From an optimization exercise on the open Yosys and OpenROAD flow, aimed at a short achievable clock period and few clock cycles; shortcuts taken in it are not production practice.
Function was checked by simulation only, so behaviour that the tests miss may differ from the original.
No activity file was given, so power comes from the tool's default toggle rates.

$ cat design/flow/flow/run.sh
#!/bin/bash
# Own layout flow: the standard layout (standard synthesis, floorplan,
# placement, CTS, routing), with ORFS's timing repair aiming at a setup
# margin below the design's clock period. The clock period and the
# constraints are the design's; only the repair target differs.
set -euo pipefail
MARGIN=${REPAIR_MARGIN:-14}
bash standard.sh SETUP_SLACK_MARGIN=$MARGIN finish > standard_flow.log 2>&1
$ cat design/flow/standard.sh
#!/bin/bash
# synth_recipe.tcl (not shown) runs the flow's synth.tcl, then flattens the netlist and writes it again
# the make line also repeats each setting of config.mk as NAME=value (left out here)
make -C /OpenROAD-flow-scripts/flow DESIGN_CONFIG=/design/flow/config.mk WORK_HOME=/design/flow/orfs CLKGATE_MAP_FILE= SYNTH_SCRIPT=/design/flow/synth_recipe.tcl "${@:-finish}"
$ cat design/flow/config.mk
export PLATFORM = sky130hd
export DESIGN_NAME = RISC
export DESIGN_NICKNAME = RISC
export VERILOG_FILES = /design/flow/design.v
export SDC_FILE = /design/flow/constraint.sdc
export NUM_CORES = 4
export LEC_CHECK = 0
export ABC_CLOCK_PERIOD_IN_PS = 4000
export CAP_MARGIN = 20
export CORE_MARGIN = 2
export CORE_UTILIZATION = 35
export PLACE_DENSITY = 0.55
export SLEW_MARGIN = 20
$ cat design/flow/constraint.sdc
create_clock -name core_clock -period 20.0 [get_ports {clk}]
set_input_delay 4.0000 -clock core_clock [delete_from_list [all_inputs] [get_ports {clk}]]
set_output_delay 4.0000 -clock core_clock [all_outputs]
set_load 0.01 [all_outputs]
$ cat design/flow/design.v
module ALU #(parameter WIDTH = 32) (
    input  logic [2:0] funct3,
    input  logic       alt,         
    input  logic [WIDTH - 1 : 0] src_a, src_b,
    output logic [WIDTH - 1 : 0] out
);
    logic [WIDTH - 1 : 0] sum, sh_r, sh_l;
    logic [2 * WIDTH - 1 : 0] sh_w;
    logic lt, ltu;
    assign sum  = alt ? (src_a - src_b) : (src_a + src_b);
    assign ltu  = src_a < src_b;
    assign lt   = (src_a[WIDTH - 1] ^ src_b[WIDTH - 1]) ? src_a[WIDTH - 1] : ltu;
    assign sh_l = src_a << src_b[4:0];
    assign sh_w = {{WIDTH{alt & src_a[WIDTH - 1]}}, src_a} >> src_b[4:0];
    assign sh_r = sh_w[WIDTH - 1 : 0];
    always_comb begin
        case (funct3)
            3'b000 : out = sum;
            3'b001 : out = sh_l;
            3'b010 : out = {31'd0, lt};
            3'b011 : out = {31'd0, ltu};
            3'b100 : out = src_a ^ src_b;
            3'b101 : out = sh_r;
            3'b110 : out = src_a | src_b;
            default: out = src_a & src_b;
        endcase
    end
endmodule
module Mul_sum #(parameter WIDTH = 32) (
    input  logic [WIDTH - 1 : 0] i0, i1, i2, i3,
    output logic [WIDTH - 1 : 0] out
);
    logic [31:0] tc0_0;
    logic [31:0] tc1_0;
    logic [31:0] ts0_0;
    logic [31:0] ts1_0;
    logic [31:0] c_tc0_0;
    logic [31:0] c_tc1_0;
    assign ts0_0 = i0 ^ i1 ^ i2;
    assign c_tc0_0 = ((i0 & i1) | (i0 & i2) | (i1 & i2));
    assign tc0_0 = {c_tc0_0[30:0], 1'b0};
    assign ts1_0 = ts0_0 ^ tc0_0 ^ i3;
    assign c_tc1_0 = ((ts0_0 & tc0_0) | (ts0_0 & i3) | (tc0_0 & i3));
    assign tc1_0 = {c_tc1_0[30:0], 1'b0};
    assign out = ts1_0 + tc1_0;
endmodule
module Registry #(parameter WIDTH = 32) (
    input  logic clk,
    input  logic [31:0] we1_dec,             
    input  logic [WIDTH - 1 : 0] wd1,
    input  logic [31:0] we2_dec,             
    input  logic [WIDTH - 1 : 0] wd2,
    input  logic [31:0] sel1, sel2,          
    output logic [WIDTH - 1 : 0] rd1, rd2
);
    logic [WIDTH - 1 : 0] rv [0:31];
    assign rv[0] = {WIDTH{1'b0}};
    genvar g;
    generate
        for (g = 1; g < 32; g = g + 1) begin : r
            logic [WIDTH - 1 : 0] q;
            always_ff @(posedge clk) begin
                if (we1_dec[g])
                    q <= wd1;
                else if (we2_dec[g])
                    q <= wd2;
            end
            assign rv[g] = q;
        end
    endgenerate
    always_comb begin
        rd1 = {WIDTH{1'b0}};
        rd2 = {WIDTH{1'b0}};
        for (int i = 1; i < 32; i++) begin
            rd1 = rd1 | ({WIDTH{sel1[i]}} & rv[i]);
            rd2 = rd2 | ({WIDTH{sel2[i]}} & rv[i]);
        end
    end
endmodule
module Extender #(parameter WIDTH = 32) (
    input  logic [WIDTH - 1 : 7] in,
    output logic [WIDTH - 1 : 0] imm_i, imm_s, imm_b, imm_u, imm_j
);
    assign imm_i = {{21{in[31]}}, in[30:20]};
    assign imm_s = {{21{in[31]}}, in[30:25], in[11:7]};
    assign imm_b = {{20{in[31]}}, in[7], in[30:25], in[11:8], 1'b0};
    assign imm_u = {in[31:12], 12'b0};
    assign imm_j = {{12{in[31]}}, in[19:12], in[20], in[30:21], 1'b0};
endmodule
module LS_extender #(parameter WIDTH = 32) (
    input  logic [2:0] selector,
    input  logic [WIDTH - 1 : 0] load_in, store_in,
    output logic [WIDTH - 1 : 0] load_out, store_out
);
    always_comb begin
        case (selector)
            3'b000 : load_out = {{24{load_in[7]}}, load_in[7:0]};     
            3'b001 : load_out = {{16{load_in[15]}}, load_in[15:0]};   
            3'b100 : load_out = {24'd0, load_in[7:0]};                
            3'b101 : load_out = {16'd0, load_in[15:0]};               
            default: load_out = load_in;                              
        endcase
    end
    assign store_out = selector[0] ? {load_in[31:16], store_in[15:0]}
                                   : {load_in[31:8],  store_in[7:0]};
endmodule
module Adder_PC #(parameter WIDTH = 32) (
    input  logic [WIDTH - 1 : 0] in,
    output logic [WIDTH - 1 : 0] out
);
    assign out = in + 32'd4;
endmodule
module Adder_Branch #(parameter WIDTH = 32) (
    input  logic [WIDTH - 1 : 0] pc_in,
    input  logic [WIDTH - 1 : 0] branch,
    output logic [WIDTH - 1 : 0] out
);
    assign out = pc_in + branch;
endmodule
module Controller #(parameter WIDTH = 32) (
    input  logic [WIDTH - 1 : 0] instr,
    output logic is_lui, is_auipc, is_jal, is_jalr, is_br, is_ld, is_st,
    output logic is_opi, is_op, is_mul, is_memc,
    output logic uses_rs1, uses_rs2, writes_rd, mem_op
);
    logic [6:0] opcode;
    assign opcode = instr[6:0];
    assign is_lui   = opcode == 7'b0110111;
    assign is_auipc = opcode == 7'b0010111;
    assign is_jal   = opcode == 7'b1101111;
    assign is_jalr  = opcode == 7'b1100111;
    assign is_br    = opcode == 7'b1100011;
    assign is_ld    = opcode == 7'b0000011;
    assign is_st    = opcode == 7'b0100011;
    assign is_opi   = opcode == 7'b0010011;
    assign is_op    = opcode == 7'b0110011;
    assign is_mul   = opcode == 7'b0110000;
    assign is_memc  = opcode == 7'b0000000;
    assign uses_rs1  = is_jalr | is_br | is_ld | is_st | is_opi | is_op | is_mul | is_memc;
    assign uses_rs2  = is_br | is_st | is_op | is_mul | is_memc;
    assign writes_rd = (is_lui | is_auipc | is_jal | is_jalr | is_opi | is_op) & (instr[11:7] != 5'd0);
    assign mem_op    = is_ld | is_st | is_mul | is_memc;
endmodule
module MI_dec #(parameter WIDTH = 32) (
    input  logic clk, rst,
    input  logic issue, is_ld, is_st, is_mul, is_memc,
    input  logic [2:0] funct3,
    input  logic [4:0] rd, rs1,
    input  logic [11:0] size,
    input  logic [WIDTH - 1 : 0] addr, reg_1, reg_2,
    output logic busy_next,        
    output logic now_wr,           
    output logic mul1,             
    output logic [4:0] pend_rd,
    output logic x9_later,         
    output logic [31:0] we2_dec,
    output logic [WIDTH - 1 : 0] wd2,
    input  logic [WIDTH - 1 : 0] data_in,
    output logic [WIDTH - 1 : 0] data_addr, data_out,
    output logic data_write_en
);
    localparam M_IDLE = 4'd0;
    localparam M_LD   = 4'd1;    
    localparam M_MUL1 = 4'd2;    
    localparam M_MUL2 = 4'd3;    
    localparam M_RD   = 4'd4;    
    localparam M_WR   = 4'd5;    
    localparam M_CL   = 4'd6;    
    localparam M_CC   = 4'd7;    
    localparam M_CS   = 4'd8;    
    logic [3:0]  st;
    logic [2:0]  mf3;
    logic [4:0]  mrd;
    logic [WIDTH - 1 : 0] maddr, dout, sdata, word, lbase, sbase, off, offn;
    logic [WIDTH - 1 : 0] ma, mb, o0, o1, o2, o3, q0, q1, q2, q3;
    logic [11:0] cnt, msize;
    logic rs1_9, rd_9, dwe, last;
    logic [WIDTH - 1 : 0] ld_val, merged, mul_val;
    assign data_addr     = maddr;
    assign data_out      = dout;
    assign data_write_en = dwe;
    assign last      = (cnt == msize);
    assign busy_next = (st == M_MUL1) | (st == M_RD) | (st == M_CL) | (st == M_CC)
                     | ((st == M_CS) & ~last);
    assign now_wr    = (st == M_LD) | (st == M_MUL2) | (st == M_CL);
    assign mul1      = (st == M_MUL1);
    assign pend_rd   = mrd;
    assign x9_later  = ((st == M_CL) | (st == M_CC) | (st == M_CS)) & ~last;
    LS_extender ls_ext (.selector(mf3), .load_in(data_in), .store_in(sdata),
                        .load_out(ld_val), .store_out(merged));
    Mul_part mul_part (.a(ma), .b(mb), .o0(o0), .o1(o1), .o2(o2), .o3(o3));
    Mul_sum mul_sum (.i0(q0), .i1(q1), .i2(q2), .i3(q3), .out(mul_val));
    logic we2;
    assign we2 = now_wr;
    assign wd2 = (st == M_MUL2) ? mul_val : ld_val;
    always_comb begin
        we2_dec = 32'd0;
        for (int i = 1; i < 32; i++)
            we2_dec[i] = we2 & (mrd == i[4:0]);
    end
    always_ff @(posedge clk) begin
        if (rst) begin
            st  <= M_IDLE;
            dwe <= 1'b0;
        end else if (issue) begin
            if (is_ld)
                st <= M_LD;
            else if (is_st)
                st <= funct3[1] ? M_WR : M_RD;
            else if (is_mul)
                st <= M_MUL1;
            else
                st <= M_CL;
            dwe <= is_st & funct3[1];
        end else begin
            case (st)
                M_MUL1 : st <= M_MUL2;
                M_RD   : st <= M_WR;
                M_CL   : st <= rd_9 ? M_CC : M_CS;
                M_CC   : st <= M_CS;
                M_CS   : st <= last ? M_IDLE : M_CL;
                default: st <= M_IDLE;
            endcase
            dwe <= (st == M_RD) | ((st == M_CL) & ~rd_9) | (st == M_CC);
        end
    end
    always_ff @(posedge clk) begin
        if (issue) begin
            mf3   <= is_memc ? 3'b010 : funct3;
            mrd   <= is_memc ? 5'd9 : rd;
            maddr <= is_memc ? reg_1 : addr;
            sdata <= reg_2;
            dout  <= reg_2;
            ma    <= reg_1;
            mb    <= reg_2;
            lbase <= reg_1;
            sbase <= reg_2;
            off   <= 32'd0;
            offn  <= 32'd4;
            cnt   <= 12'd0;
            msize <= size;
            rs1_9 <= (rs1 == 5'd9);
            rd_9  <= (rd == 5'd9);
        end else begin
            case (st)
                M_MUL1 : begin
                    q0 <= o0;
                    q1 <= o1;
                    q2 <= o2;
                    q3 <= o3;
                end
                M_RD : dout <= merged;
                M_CL : begin
                    word <= data_in;
                    dout <= data_in;
                    maddr <= sbase + off;
                end
                M_CC : maddr <= word + off;
                M_CS : begin
                    cnt   <= cnt + 12'd1;
                    off   <= offn;
                    offn  <= offn + 32'd4;
                    maddr <= (rs1_9 ? word : lbase) + offn;
                end
                default : ;
            endcase
        end
    end
endmodule
module Mul_part #(parameter WIDTH = 32) (
    input  logic [WIDTH - 1 : 0] a, b,
    output logic [WIDTH - 1 : 0] o0, o1, o2, o3
);
    logic [WIDTH - 1 : 0] pp [0:WIDTH - 1];
    genvar g;
    generate
        for (g = 0; g < WIDTH; g = g + 1) begin : row
            assign pp[g] = (a << g) & {WIDTH{b[g]}};
        end
    endgenerate
    logic [31:0] c0_0;
    logic [31:0] c0_1;
    logic [31:0] c0_2;
    logic [31:0] c0_3;
    logic [31:0] c0_4;
    logic [31:0] c0_5;
    logic [31:0] c0_6;
    logic [31:0] c0_7;
    logic [31:0] c0_8;
    logic [31:0] c0_9;
    logic [31:0] c1_0;
    logic [31:0] c1_1;
    logic [31:0] c1_2;
    logic [31:0] c1_3;
    logic [31:0] c1_4;
    logic [31:0] c1_5;
    logic [31:0] c1_6;
    logic [31:0] c2_0;
    logic [31:0] c2_1;
    logic [31:0] c2_2;
    logic [31:0] c2_3;
    logic [31:0] c2_4;
    logic [31:0] c3_0;
    logic [31:0] c3_1;
    logic [31:0] c3_2;
    logic [31:0] c4_0;
    logic [31:0] c4_1;
    logic [31:0] c5_0;
    logic [31:0] s0_0;
    logic [31:0] s0_1;
    logic [31:0] s0_2;
    logic [31:0] s0_3;
    logic [31:0] s0_4;
    logic [31:0] s0_5;
    logic [31:0] s0_6;
    logic [31:0] s0_7;
    logic [31:0] s0_8;
    logic [31:0] s0_9;
    logic [31:0] s1_0;
    logic [31:0] s1_1;
    logic [31:0] s1_2;
    logic [31:0] s1_3;
    logic [31:0] s1_4;
    logic [31:0] s1_5;
    logic [31:0] s1_6;
    logic [31:0] s2_0;
    logic [31:0] s2_1;
    logic [31:0] s2_2;
    logic [31:0] s2_3;
    logic [31:0] s2_4;
    logic [31:0] s3_0;
    logic [31:0] s3_1;
    logic [31:0] s3_2;
    logic [31:0] s4_0;
    logic [31:0] s4_1;
    logic [31:0] s5_0;
    logic [31:0] c_c0_0;
    logic [31:0] c_c0_1;
    logic [31:0] c_c0_2;
    logic [31:0] c_c0_3;
    logic [31:0] c_c0_4;
    logic [31:0] c_c0_5;
    logic [31:0] c_c0_6;
    logic [31:0] c_c0_7;
    logic [31:0] c_c0_8;
    logic [31:0] c_c0_9;
    logic [31:0] c_c1_0;
    logic [31:0] c_c1_1;
    logic [31:0] c_c1_2;
    logic [31:0] c_c1_3;
    logic [31:0] c_c1_4;
    logic [31:0] c_c1_5;
    logic [31:0] c_c1_6;
    logic [31:0] c_c2_0;
    logic [31:0] c_c2_1;
    logic [31:0] c_c2_2;
    logic [31:0] c_c2_3;
    logic [31:0] c_c2_4;
    logic [31:0] c_c3_0;
    logic [31:0] c_c3_1;
    logic [31:0] c_c3_2;
    logic [31:0] c_c4_0;
    logic [31:0] c_c4_1;
    logic [31:0] c_c5_0;
    assign s0_0 = pp[0] ^ pp[1] ^ pp[2];
    assign c_c0_0 = ((pp[0] & pp[1]) | (pp[0] & pp[2]) | (pp[1] & pp[2]));
    assign c0_0 = {c_c0_0[30:0], 1'b0};
    assign s0_1 = pp[3] ^ pp[4] ^ pp[5];
    assign c_c0_1 = ((pp[3] & pp[4]) | (pp[3] & pp[5]) | (pp[4] & pp[5]));
    assign c0_1 = {c_c0_1[30:0], 1'b0};
    assign s0_2 = pp[6] ^ pp[7] ^ pp[8];
    assign c_c0_2 = ((pp[6] & pp[7]) | (pp[6] & pp[8]) | (pp[7] & pp[8]));
    assign c0_2 = {c_c0_2[30:0], 1'b0};
    assign s0_3 = pp[9] ^ pp[10] ^ pp[11];
    assign c_c0_3 = ((pp[9] & pp[10]) | (pp[9] & pp[11]) | (pp[10] & pp[11]));
    assign c0_3 = {c_c0_3[30:0], 1'b0};
    assign s0_4 = pp[12] ^ pp[13] ^ pp[14];
    assign c_c0_4 = ((pp[12] & pp[13]) | (pp[12] & pp[14]) | (pp[13] & pp[14]));
    assign c0_4 = {c_c0_4[30:0], 1'b0};
    assign s0_5 = pp[15] ^ pp[16] ^ pp[17];
    assign c_c0_5 = ((pp[15] & pp[16]) | (pp[15] & pp[17]) | (pp[16] & pp[17]));
    assign c0_5 = {c_c0_5[30:0], 1'b0};
    assign s0_6 = pp[18] ^ pp[19] ^ pp[20];
    assign c_c0_6 = ((pp[18] & pp[19]) | (pp[18] & pp[20]) | (pp[19] & pp[20]));
    assign c0_6 = {c_c0_6[30:0], 1'b0};
    assign s0_7 = pp[21] ^ pp[22] ^ pp[23];
    assign c_c0_7 = ((pp[21] & pp[22]) | (pp[21] & pp[23]) | (pp[22] & pp[23]));
    assign c0_7 = {c_c0_7[30:0], 1'b0};
    assign s0_8 = pp[24] ^ pp[25] ^ pp[26];
    assign c_c0_8 = ((pp[24] & pp[25]) | (pp[24] & pp[26]) | (pp[25] & pp[26]));
    assign c0_8 = {c_c0_8[30:0], 1'b0};
    assign s0_9 = pp[27] ^ pp[28] ^ pp[29];
    assign c_c0_9 = ((pp[27] & pp[28]) | (pp[27] & pp[29]) | (pp[28] & pp[29]));
    assign c0_9 = {c_c0_9[30:0], 1'b0};
    assign s1_0 = s0_0 ^ c0_0 ^ s0_1;
    assign c_c1_0 = ((s0_0 & c0_0) | (s0_0 & s0_1) | (c0_0 & s0_1));
    assign c1_0 = {c_c1_0[30:0], 1'b0};
    assign s1_1 = c0_1 ^ s0_2 ^ c0_2;
    assign c_c1_1 = ((c0_1 & s0_2) | (c0_1 & c0_2) | (s0_2 & c0_2));
    assign c1_1 = {c_c1_1[30:0], 1'b0};
    assign s1_2 = s0_3 ^ c0_3 ^ s0_4;
    assign c_c1_2 = ((s0_3 & c0_3) | (s0_3 & s0_4) | (c0_3 & s0_4));
    assign c1_2 = {c_c1_2[30:0], 1'b0};
    assign s1_3 = c0_4 ^ s0_5 ^ c0_5;
    assign c_c1_3 = ((c0_4 & s0_5) | (c0_4 & c0_5) | (s0_5 & c0_5));
    assign c1_3 = {c_c1_3[30:0], 1'b0};
    assign s1_4 = s0_6 ^ c0_6 ^ s0_7;
    assign c_c1_4 = ((s0_6 & c0_6) | (s0_6 & s0_7) | (c0_6 & s0_7));
    assign c1_4 = {c_c1_4[30:0], 1'b0};
    assign s1_5 = c0_7 ^ s0_8 ^ c0_8;
    assign c_c1_5 = ((c0_7 & s0_8) | (c0_7 & c0_8) | (s0_8 & c0_8));
    assign c1_5 = {c_c1_5[30:0], 1'b0};
    assign s1_6 = s0_9 ^ c0_9 ^ pp[30];
    assign c_c1_6 = ((s0_9 & c0_9) | (s0_9 & pp[30]) | (c0_9 & pp[30]));
    assign c1_6 = {c_c1_6[30:0], 1'b0};
    assign s2_0 = s1_0 ^ c1_0 ^ s1_1;
    assign c_c2_0 = ((s1_0 & c1_0) | (s1_0 & s1_1) | (c1_0 & s1_1));
    assign c2_0 = {c_c2_0[30:0], 1'b0};
    assign s2_1 = c1_1 ^ s1_2 ^ c1_2;
    assign c_c2_1 = ((c1_1 & s1_2) | (c1_1 & c1_2) | (s1_2 & c1_2));
    assign c2_1 = {c_c2_1[30:0], 1'b0};
    assign s2_2 = s1_3 ^ c1_3 ^ s1_4;
    assign c_c2_2 = ((s1_3 & c1_3) | (s1_3 & s1_4) | (c1_3 & s1_4));
    assign c2_2 = {c_c2_2[30:0], 1'b0};
    assign s2_3 = c1_4 ^ s1_5 ^ c1_5;
    assign c_c2_3 = ((c1_4 & s1_5) | (c1_4 & c1_5) | (s1_5 & c1_5));
    assign c2_3 = {c_c2_3[30:0], 1'b0};
    assign s2_4 = s1_6 ^ c1_6 ^ pp[31];
    assign c_c2_4 = ((s1_6 & c1_6) | (s1_6 & pp[31]) | (c1_6 & pp[31]));
    assign c2_4 = {c_c2_4[30:0], 1'b0};
    assign s3_0 = s2_0 ^ c2_0 ^ s2_1;
    assign c_c3_0 = ((s2_0 & c2_0) | (s2_0 & s2_1) | (c2_0 & s2_1));
    assign c3_0 = {c_c3_0[30:0], 1'b0};
    assign s3_1 = c2_1 ^ s2_2 ^ c2_2;
    assign c_c3_1 = ((c2_1 & s2_2) | (c2_1 & c2_2) | (s2_2 & c2_2));
    assign c3_1 = {c_c3_1[30:0], 1'b0};
    assign s3_2 = s2_3 ^ c2_3 ^ s2_4;
    assign c_c3_2 = ((s2_3 & c2_3) | (s2_3 & s2_4) | (c2_3 & s2_4));
    assign c3_2 = {c_c3_2[30:0], 1'b0};
    assign s4_0 = s3_0 ^ c3_0 ^ s3_1;
    assign c_c4_0 = ((s3_0 & c3_0) | (s3_0 & s3_1) | (c3_0 & s3_1));
    assign c4_0 = {c_c4_0[30:0], 1'b0};
    assign s4_1 = c3_1 ^ s3_2 ^ c3_2;
    assign c_c4_1 = ((c3_1 & s3_2) | (c3_1 & c3_2) | (s3_2 & c3_2));
    assign c4_1 = {c_c4_1[30:0], 1'b0};
    assign s5_0 = s4_0 ^ c4_0 ^ s4_1;
    assign c_c5_0 = ((s4_0 & c4_0) | (s4_0 & s4_1) | (c4_0 & s4_1));
    assign c5_0 = {c_c5_0[30:0], 1'b0};
    assign o0 = s5_0;
    assign o1 = c5_0;
    assign o2 = c4_1;
    assign o3 = c2_4;
endmodule
module RISC #(parameter WIDTH = 32) (
    input logic clk, rst,
    input logic [WIDTH - 1 : 0] instr_in, data_in,
    output logic data_write_en,
    output logic [WIDTH - 1 : 0] instr_addr, data_addr, data_out
);
    logic [WIDTH - 1 : 0] pcf, pcf_4;
    logic [WIDTH - 1 : 0] ird, pcd;         
    logic vd;                               
    logic [4:0] ra2d;                       
    logic [31:0] sel1, sel2;                
    logic [4:0] ra2f;
    assign instr_addr = pcf;
    Adder_PC pc_inc (.in(pcf), .out(pcf_4));
    logic is_lui, is_auipc, is_jal, is_jalr, is_br, is_ld, is_st;
    logic is_opi, is_op, is_mul, is_memc, uses_rs1, uses_rs2, writes_rd, mem_op;
    logic [2:0] f3;
    logic [4:0] rdd, rs1d;
    assign f3   = ird[14:12];
    assign rdd  = ird[11:7];
    assign rs1d = ird[19:15];
    Controller ctrl (.instr(ird), .is_lui(is_lui), .is_auipc(is_auipc), .is_jal(is_jal),
        .is_jalr(is_jalr), .is_br(is_br), .is_ld(is_ld), .is_st(is_st), .is_opi(is_opi),
        .is_op(is_op), .is_mul(is_mul), .is_memc(is_memc), .uses_rs1(uses_rs1),
        .uses_rs2(uses_rs2), .writes_rd(writes_rd), .mem_op(mem_op));
    logic [WIDTH - 1 : 0] imm_i, imm_s, imm_b, imm_u, imm_j;
    Extender ext (.in(ird[31:7]), .imm_i(imm_i), .imm_s(imm_s), .imm_b(imm_b),
                  .imm_u(imm_u), .imm_j(imm_j));
    logic [31:0] we1_dec, we2_dec;
    logic [WIDTH - 1 : 0] rf1, rf2, wd1, wd2;
    Registry registry (.clk(clk), .we1_dec(we1_dec), .wd1(wd1), .we2_dec(we2_dec), .wd2(wd2),
                       .sel1(sel1), .sel2(sel2), .rd1(rf1), .rd2(rf2));
    logic vx, x_wr, x_ldmul, x_memc;
    logic [4:0] x_rd;
    logic m_now, m_mul1, m_x9_later, m_busy_next;
    logic [4:0] m_rd;
    logic s1_nz, s2_nz, s1_x, s2_x, s1_m, s2_m, s1_wait, s2_wait;
    assign s1_nz = uses_rs1 & (rs1d != 5'd0);
    assign s2_nz = uses_rs2 & (ra2d != 5'd0);
    assign s1_x  = s1_nz & vx & x_wr & (x_rd == rs1d);
    assign s2_x  = s2_nz & vx & x_wr & (x_rd == ra2d);
    assign s1_m  = s1_nz & m_now & (m_rd == rs1d);
    assign s2_m  = s2_nz & m_now & (m_rd == ra2d);
    localparam QD = 2;
    logic q_v [0:QD-1];
    logic q_ld [0:QD-1];
    logic q_st [0:QD-1];
    logic q_mul [0:QD-1];
    logic q_memc [0:QD-1];
    logic [2:0] q_f3 [0:QD-1];
    logic [4:0] q_rd [0:QD-1];
    logic [4:0] q_rs1 [0:QD-1];
    logic [11:0] q_size [0:QD-1];
    logic [WIDTH - 1 : 0] q_addr [0:QD-1];
    logic [WIDTH - 1 : 0] q_a [0:QD-1];
    logic [WIDTH - 1 : 0] q_d [0:QD-1];
    logic q_hit1, q_hit2, q_hitd, q_x9;
    always_comb begin
        q_hit1 = 1'b0;
        q_hit2 = 1'b0;
        q_hitd = 1'b0;
        q_x9   = 1'b0;
        for (int k = 0; k < QD; k++) begin
            q_hit1 = q_hit1 | (q_v[k] & (q_ld[k] | q_mul[k]) & (q_rd[k] == rs1d));
            q_hit2 = q_hit2 | (q_v[k] & (q_ld[k] | q_mul[k]) & (q_rd[k] == ra2d));
            q_hitd = q_hitd | (q_v[k] & (q_ld[k] | q_mul[k]) & (q_rd[k] == rdd));
            q_x9   = q_x9   | (q_v[k] & q_memc[k]);
        end
    end
    assign s1_wait = s1_nz & ((vx & x_ldmul & (x_rd == rs1d)) | ((vx & x_memc) | q_x9 | m_x9_later) & (rs1d == 5'd9)
                            | (m_mul1 & (m_rd == rs1d)) | q_hit1);
    assign s2_wait = s2_nz & ((vx & x_ldmul & (x_rd == ra2d)) | ((vx & x_memc) | q_x9 | m_x9_later) & (ra2d == 5'd9)
                            | (m_mul1 & (m_rd == ra2d)) | q_hit2);
    logic [WIDTH - 1 : 0] x_res, a_d, b_d;
    assign a_d = s1_x ? x_res : (s1_m ? wd2 : rf1);
    assign b_d = s2_x ? x_res : (s2_m ? wd2 : rf2);
    logic waw, hazard, hold_x, stall_d, go_d, take_d, x_redirect;
    assign waw = writes_rd & ((vx & x_ldmul & (x_rd == rdd)) | q_hitd
                              | (((vx & x_memc) | q_x9 | m_x9_later) & (rdd == 5'd9)));
    assign hazard = s1_wait | s2_wait | waw;
    assign stall_d = vd & hazard;
    logic [WIDTH - 1 : 0] brt_b, brt_j, target_d;
    logic pred_d;
    Adder_Branch br_add (.pc_in(pcd), .branch(imm_b), .out(brt_b));
    Adder_Branch jal_add (.pc_in(pcd), .branch(imm_j), .out(brt_j));
    assign target_d = is_jal ? brt_j : brt_b;
    localparam BHN = 64;
    logic [1:0] bh_cnt [0:BHN-1];
    logic       bh_v   [0:BHN-1];
    logic [5:0] bh_idx, x_bidx;
    assign bh_idx = pcd[7:2];
    assign pred_d = is_br & (bh_v[bh_idx] ? bh_cnt[bh_idx][1] : imm_b[WIDTH - 1]);
    assign go_d   = vd & ~stall_d & ~hold_x & ~x_redirect;
    assign take_d = go_d & (is_jal | pred_d);
    logic [WIDTH - 1 : 0] opa_d, opb_d;
    always_comb begin
        if (is_lui)
            opa_d = {WIDTH{1'b0}};
        else if (is_auipc)
            opa_d = pcd;
        else
            opa_d = a_d;
        if (is_op | is_mul | is_br)
            opb_d = b_d;
        else if (is_st)
            opb_d = imm_s;
        else if (is_lui | is_auipc)
            opb_d = imm_u;
        else if (is_memc)
            opb_d = {WIDTH{1'b0}};
        else
            opb_d = imm_i;
    end
    logic [WIDTH - 1 : 0] opa, opb, sdat, link, alu_out;
    logic [2:0] x_f3, x_mf3;
    logic x_alt, x_link, x_ld, x_st, x_mul;
    logic [4:0] x_rs1;
    logic [11:0] x_size;
    logic [31:0] x_rd_dec;
    logic issue;
    ALU alu (.funct3(x_f3), .alt(x_alt), .src_a(opa), .src_b(opb), .out(alu_out));
    logic [WIDTH - 1 : 0] x_bpc, x_target;
    logic [2:0] x_bf3;
    logic x_br, x_jalr, x_pred, eq, lt, ltu, cond;
    assign eq  = (opa == opb);
    assign ltu = opa < opb;
    assign lt  = (opa[WIDTH - 1] ^ opb[WIDTH - 1]) ? opa[WIDTH - 1] : ltu;
    always_comb begin
        case (x_bf3)
            3'b000 : cond =  eq;
            3'b001 : cond = ~eq;
            3'b100 : cond =  lt;
            3'b101 : cond = ~lt;
            3'b110 : cond =  ltu;
            3'b111 : cond = ~ltu;
            default: cond = 1'b0;
        endcase
    end
    assign x_redirect = vx & (x_jalr | (x_br & (cond ^ x_pred)));
    assign x_target   = x_jalr ? {alu_out[WIDTH - 1 : 1], 1'b0} : x_bpc;
    always_ff @(posedge clk) begin
        if (rst) begin
            for (int k = 0; k < BHN; k++)
                bh_v[k] <= 1'b0;
        end else if (vx & x_br) begin
            bh_v[x_bidx] <= 1'b1;
        end
    end
    always_ff @(posedge clk) begin
        if (vx & x_br) begin
            if (~bh_v[x_bidx])
                bh_cnt[x_bidx] <= cond ? 2'b10 : 2'b01;
            else if (cond & (bh_cnt[x_bidx] != 2'b11))
                bh_cnt[x_bidx] <= bh_cnt[x_bidx] + 2'b01;
            else if (~cond & (bh_cnt[x_bidx] != 2'b00))
                bh_cnt[x_bidx] <= bh_cnt[x_bidx] - 2'b01;
        end
    end
    assign x_res = x_link ? link : alu_out;
    logic x_mem, m_free, from_q, from_x, enq;
    logic [2:0] q_cnt, q_left;
    assign x_mem  = vx & (x_ld | x_st | x_mul | x_memc);
    assign m_free = ~m_busy_next;
    assign from_q = m_free & q_v[0];
    assign from_x = m_free & ~q_v[0] & x_mem;
    always_comb begin
        q_cnt = 3'd0;
        for (int k = 0; k < QD; k++)
            q_cnt = q_cnt + {2'b00, q_v[k]};
    end
    assign q_left = q_cnt - {2'b00, from_q};
    assign enq    = x_mem & ~from_x & (q_left < QD);
    assign hold_x = x_mem & ~from_x & ~enq;
    assign issue  = from_q | from_x;
    logic i_ld, i_st, i_mul, i_memc;
    logic [2:0] i_f3;
    logic [4:0] i_rd, i_rs1;
    logic [11:0] i_size;
    logic [WIDTH - 1 : 0] i_addr, i_a, i_d;
    assign i_ld   = q_v[0] ? q_ld[0]   : x_ld;
    assign i_st   = q_v[0] ? q_st[0]   : x_st;
    assign i_mul  = q_v[0] ? q_mul[0]  : x_mul;
    assign i_memc = q_v[0] ? q_memc[0] : x_memc;
    assign i_f3   = q_v[0] ? q_f3[0]   : x_mf3;
    assign i_rd   = q_v[0] ? q_rd[0]   : x_rd;
    assign i_rs1  = q_v[0] ? q_rs1[0]  : x_rs1;
    assign i_size = q_v[0] ? q_size[0] : x_size;
    assign i_addr = q_v[0] ? q_addr[0] : alu_out;
    assign i_a    = q_v[0] ? q_a[0]    : opa;
    assign i_d    = q_v[0] ? q_d[0]    : sdat;
    always_ff @(posedge clk) begin
        if (rst) begin
            for (int k = 0; k < QD; k++)
                q_v[k] <= 1'b0;
        end else begin
            for (int k = 0; k < QD; k++) begin
                if (from_q)
                    q_v[k] <= (k + 1 < QD) ? q_v[k + 1] : 1'b0;
                if (enq && (q_left == k))
                    q_v[k] <= 1'b1;
            end
        end
    end
    always_ff @(posedge clk) begin
        for (int k = 0; k < QD; k++) begin
            if (enq && (q_left == k)) begin
                q_ld[k]   <= x_ld;
                q_st[k]   <= x_st;
                q_mul[k]  <= x_mul;
                q_memc[k] <= x_memc;
                q_f3[k]   <= x_mf3;
                q_rd[k]   <= x_rd;
                q_rs1[k]  <= x_rs1;
                q_size[k] <= x_size;
                q_addr[k] <= alu_out;
                q_a[k]    <= opa;
                q_d[k]    <= sdat;
            end else if (from_q && (k + 1 < QD)) begin
                q_ld[k]   <= q_ld[k + 1];
                q_st[k]   <= q_st[k + 1];
                q_mul[k]  <= q_mul[k + 1];
                q_memc[k] <= q_memc[k + 1];
                q_f3[k]   <= q_f3[k + 1];
                q_rd[k]   <= q_rd[k + 1];
                q_rs1[k]  <= q_rs1[k + 1];
                q_size[k] <= q_size[k + 1];
                q_addr[k] <= q_addr[k + 1];
                q_a[k]    <= q_a[k + 1];
                q_d[k]    <= q_d[k + 1];
            end
        end
    end
    assign we1_dec = (vx & x_wr) ? x_rd_dec : 32'd0;
    assign wd1     = x_res;
    assign ra2f = (instr_in[6:0] == 7'b0000000) ? instr_in[11:7] : instr_in[24:20];
    always_ff @(posedge clk) begin
        if (rst) begin
            pcf <= {WIDTH{1'b0}};
            vd  <= 1'b0;
            vx  <= 1'b0;
        end else if (x_redirect) begin
            pcf <= x_target;
            vd  <= 1'b0;
            vx  <= 1'b0;
        end else if (~hold_x) begin
            if (take_d) begin
                pcf <= target_d;
                vd  <= 1'b0;
            end else if (~stall_d) begin
                pcf <= pcf_4;
                vd  <= 1'b1;
            end
            vx <= go_d;
        end
    end
    always_ff @(posedge clk) begin
        if (~hold_x & ~stall_d) begin
            ird  <= instr_in;
            pcd  <= pcf;
            ra2d <= ra2f;
            for (int i = 0; i < 32; i++) begin
                sel1[i] <= (instr_in[19:15] == i[4:0]);
                sel2[i] <= (ra2f == i[4:0]);
            end
        end
    end
    always_ff @(posedge clk) begin
        if (~hold_x) begin
            opa     <= opa_d;
            opb     <= opb_d;
            sdat    <= b_d;
            link    <= pcd + 32'd4;
            x_f3    <= (is_op | is_opi) ? f3 : 3'b000;
            x_alt   <= ird[30] & (is_op | (is_opi & (f3 == 3'b101)));
            x_link  <= is_jal | is_jalr;
            x_br    <= is_br;
            x_jalr  <= is_jalr;
            x_pred  <= pred_d;
            x_bidx  <= bh_idx;
            x_bf3   <= f3;
            x_bpc   <= pred_d ? pcd + 32'd4 : brt_b;
            x_wr    <= writes_rd;
            x_ldmul <= is_ld | is_mul;
            x_ld    <= is_ld;
            x_st    <= is_st;
            x_mul   <= is_mul;
            x_memc  <= is_memc;
            x_rd    <= rdd;
            x_rs1   <= rs1d;
            x_mf3   <= f3;
            x_size  <= ird[31:20];
            for (int i = 0; i < 32; i++)
                x_rd_dec[i] <= (rdd == i[4:0]) & (i != 0);
        end
    end
    MI_dec mem_unit (.clk(clk), .rst(rst), .issue(issue), .is_ld(i_ld), .is_st(i_st),
        .is_mul(i_mul), .is_memc(i_memc), .funct3(i_f3), .rd(i_rd), .rs1(i_rs1), .size(i_size),
        .addr(i_addr), .reg_1(i_a), .reg_2(i_d),
        .busy_next(m_busy_next), .now_wr(m_now), .mul1(m_mul1), .x9_later(m_x9_later),
        .pend_rd(m_rd),
        .we2_dec(we2_dec), .wd2(wd2), .data_in(data_in), .data_addr(data_addr),
        .data_out(data_out), .data_write_en(data_write_en));
endmodule
==> out/qor.csv <==
metric,value,unit
Crit-path slowest cell,clkdlybuf4s50_1,
Final ANT Viol Nets,0,
hold-fix buffers at CTS,0,
mapped cell area,132000,um2
Hold Startpoint,mem_unit.off[27],
IO Pins,163,
core area,376000,um2
GR Util met3,12.7,%
Die X-Extent,619,um
Crit Path Class,register to primary output,
clk_skew,173,ps
final WL,645000,um
number of synthesized flops with an enable pin,1986,
Power Total,11800,uW
reg2reg end,registry.r[20].q[29],
Worst EP required,16000,ps
"FFs w/ async S/R, synth",0,%
max_cap viols,0,
status,no timing/DRC/antenna violations,
top fanout value on the critical path,1,
RSZ-0062 raised after global routing,yes,
GRT busiest layer,met2,
die area,383000,um2
register area share after synthesis,48.0,%
Seq pwr share,43.5,%
Yosys top cell area share,45.1,%
vias in the first global route,107000,
"CP delay by family, top",buffers and inverters,
WHS Path Cells,2,
Int Pwr,8210,uW
pins over their slew limit,0,
VDD IR max,0.0842,mV
gr ovfl total,0,
Final Hold Fails,0,
WP buf/inv,1,
vias per cell,6.50,
H-tree depth,4,
CP arrival,1960,ps
Lkg Pwr,0.0544,uW
Global Route met1 Usage,42.1,%
Clock Power Share,39.0,%
Net Sw Frac,30.7,%
post-synthesis register bit count,2175,
setup TNS,0,ps
Reg2Reg Launch Point,opb[1],
"Top FF cell, synth",edfxtp_1,
Psw,3630,uW
Die Ht,619,um
Synth Area per Inst,10.3,um2
worst min-delay path class,register to register,
Tightest Pin Transition,1390,ps
Area contributors post-synth,"edfxtp_1 (45%), fa_1 (6.4%), nand2_1 (5.0%)",
synth unique cells,90,
Commonest cells post-synth,"edfxtp_1 (1986), nand2_1 (1774), o21ai_0 (1084)",
first-pass GRT wire length,877000,um
initial core utilization,35.2,%
Worst slew margin,7.54,%
clk root buf,clkbuf_16,
Worst Setup End Kind,primary output,
Setup-failing EPs final,0,
Fmax,168,MHz
CTS tree,built,
met2 global-route usage,45.6,%
combinational power share,17.5,%
Area growth syn-to-layout,12.6,%
critical path cell sequence,clkdlybuf4s50_1,
min Tclk post-route,5960,ps
Hold EP,mem_unit.off[27],
placer congestion estimate,0.988,
DRT Pass-1 Iters,10,
Total GRT Usage,32.7,%
Synth Warn #,20,
syn nets,13600,
cells on worst reg2reg path,16,
wire per inst,36.3,um
largest net degree at the start of global routing,87,
CTS Buf Count,244,
# port buffers,162,
CTS sink cnt,2175,
antenna violations before repair,41,
"setup slack, reg-to-reg",14140,ps
fin nets,13400,
Crit path largest cell delay,590,ps
total number of vias,116000,
clk buf depth,4,
dpl hpwl,411000,um
period utilization,29.8,%
pwr dens,79.5,nW/um2
crit path launch type,register,
Synth area leader,edfxtp_1,
"count leader, synth",edfxtp_1,
"Reg clk slew, reported paths",60,ps
Worst-Skew Late Latency,1040,ps
fraction of layout cells with a size suffix above 1,10.5,%
site row count,225,
DRT iter0 DRCs,22000,
Cells after Synth,12800,
DRC violations left,0,
-- how the worst max path moves through the flow --
stage | from | depth (start not counted) | end | slack (ps)
2_1_floorplan | data_in[15] | 9 | registry.r[31].q[31] | 14150
3_3_place_gp | data_in[7] | 6 | opa[8] | 12660
3_5_place_dp | data_in[7] | 6 | opa[8] | 12670
4_1_cts | mem_unit.rs1_9 | 15 | mem_unit.maddr[30] | 13760
5_1_grt | mem_unit.st[3] | 18 | pcf[9] | 13990
6_report | mem_unit.maddr[24] | 1 | data_addr[24] | 14040
-- registers in the layout (all words and copies together), names as in the netlist, 64 cells and up, named ones only --
signal,count
registry.r.q,992
q_addr,64
q_a,64
bh_cnt,128
bh_v,64
q_d,64
-- what timing repair did --
item | 4_1_cts | 5_1_grt
gates cloned | 5 | 2
setup endpoints to repair | 246 | 395
hold endpoints to repair | 0 | 0
pin swaps | 2 | 3
resized for setup | 69 | 18
buffers inserted | 2 | 6
-- layout by cell type, fill, tap and decap left out, types with 35 or more instances in the layout --
cell type        count
or4_1               40
edfxtp_1          1986
mux2i_1            124
xnor2_1            206
nor4_1              36
a31oi_1             51
a22o_1             275
a21oi_1            683
a21o_1              81
or3_1               41
clkinv_2            49
clkdlybuf4s50_1    132
a211oi_1            88
and2_1             407
nand4_1            169
a222oi_1            74
o21ai_0           1047
o21a_1              46
inv_1              550
nor3_1             120
xor2_1             123
and3_1              81
buf_4              443
nor2_1             895
nand2_1           1768
dfxtp_1            166
a221oi_1           274
o22ai_1             35
ha_1               324
nand3_1            198
o211ai_1            76
mux4_2             157
mux2_2             129
fa_1               420
clkbuf_16          246
nand2b_1            84
clkbuf_1            51
nor2b_1             35
a22oi_1            421
-- through the flow --
step	area, um2	hold slack, ps	utilization [%]	setup WS, ps	std cells
detailed placement	140000	456	37.4	12670	17300
floorplan	132000	424	-	14150	12800
CTS	149000	465	39.5	13760	17800
global route	149000	482	39.6	13990	17800
global placement	140000	449	37.3	12660	17300
finish	149000	467	39.6	14040	17800
-- layout make-up --
type                            instances  area, um2
Antenna cell                           23       57.6
Clock buffer                          318       6600
Clock inverter                        135       1360
Fill cell                           36500     227000
Inverter                              557       2110
Multi-Input combinational cell       8976      63700
Sequential cell                      2175      63500
Tap cell                             4994       6250
Timing Repair Buffer                  626       5330
-- logic make-up after synthesis --
group	synth area share (%)
buf+inv	4.75
compound gates	17.2
simple gates	13.6
flops	48.0
fa+ha+maj	9.43
mux	4.81
xor+xnor	2.18
-- per-layer routing --
layer	vias to the layer above	share of wire [%]	wire, um
li1	46500	-	-
met5	-	0.097	626
met3	2489	15	97600
met2	9942	40	259000
met4	36	7.9	50800
met1	56800	37	237000
-- power by group through the flow --
stage | sequential (uW) | clock (uW) | combinational (uW)
CTS | 5140 | 4630 | 1960
floorplan | 5180 | 0 | 1040
detailed placement | 5240 | 0 | 1940
finish | 5150 | 4620 | 2070
global placement | 5240 | 0 | 1930
global route | 5150 | 4800 | 2140
Testbench counts, summed over its fixed seeds: cycles 19,780.

-- port drivers added, routing unchanged --
The results above use ideal ports. As a check the final layout listed here was re-extracted and re-timed, cells and wires unchanged. Step 1, drivers: a clkbuf_16 drives clk and a buf_2 each remaining input, both assumed. Step 2 moves the port delays by t, midway between the first and last clock arrival at a register: inputs arrive t later, outputs are due t later. That takes back most of the time a late clock gives input paths. Slacks: ideal ports / drivers / drivers and shift; pairs: ideal ports / drivers.
shift t [ns]: 1.055
setup WS [ns]: 14.039 / 13.936 / 13.151
worst register clock-pin slew, ns: 0.07 / 0.07
worst data-port slew with drivers (ns): 0.07
After both steps this run still meets setup and hold. For this run, drivers alone change the setup slack by -0.103 ns; drivers and shift together by -0.888 ns.
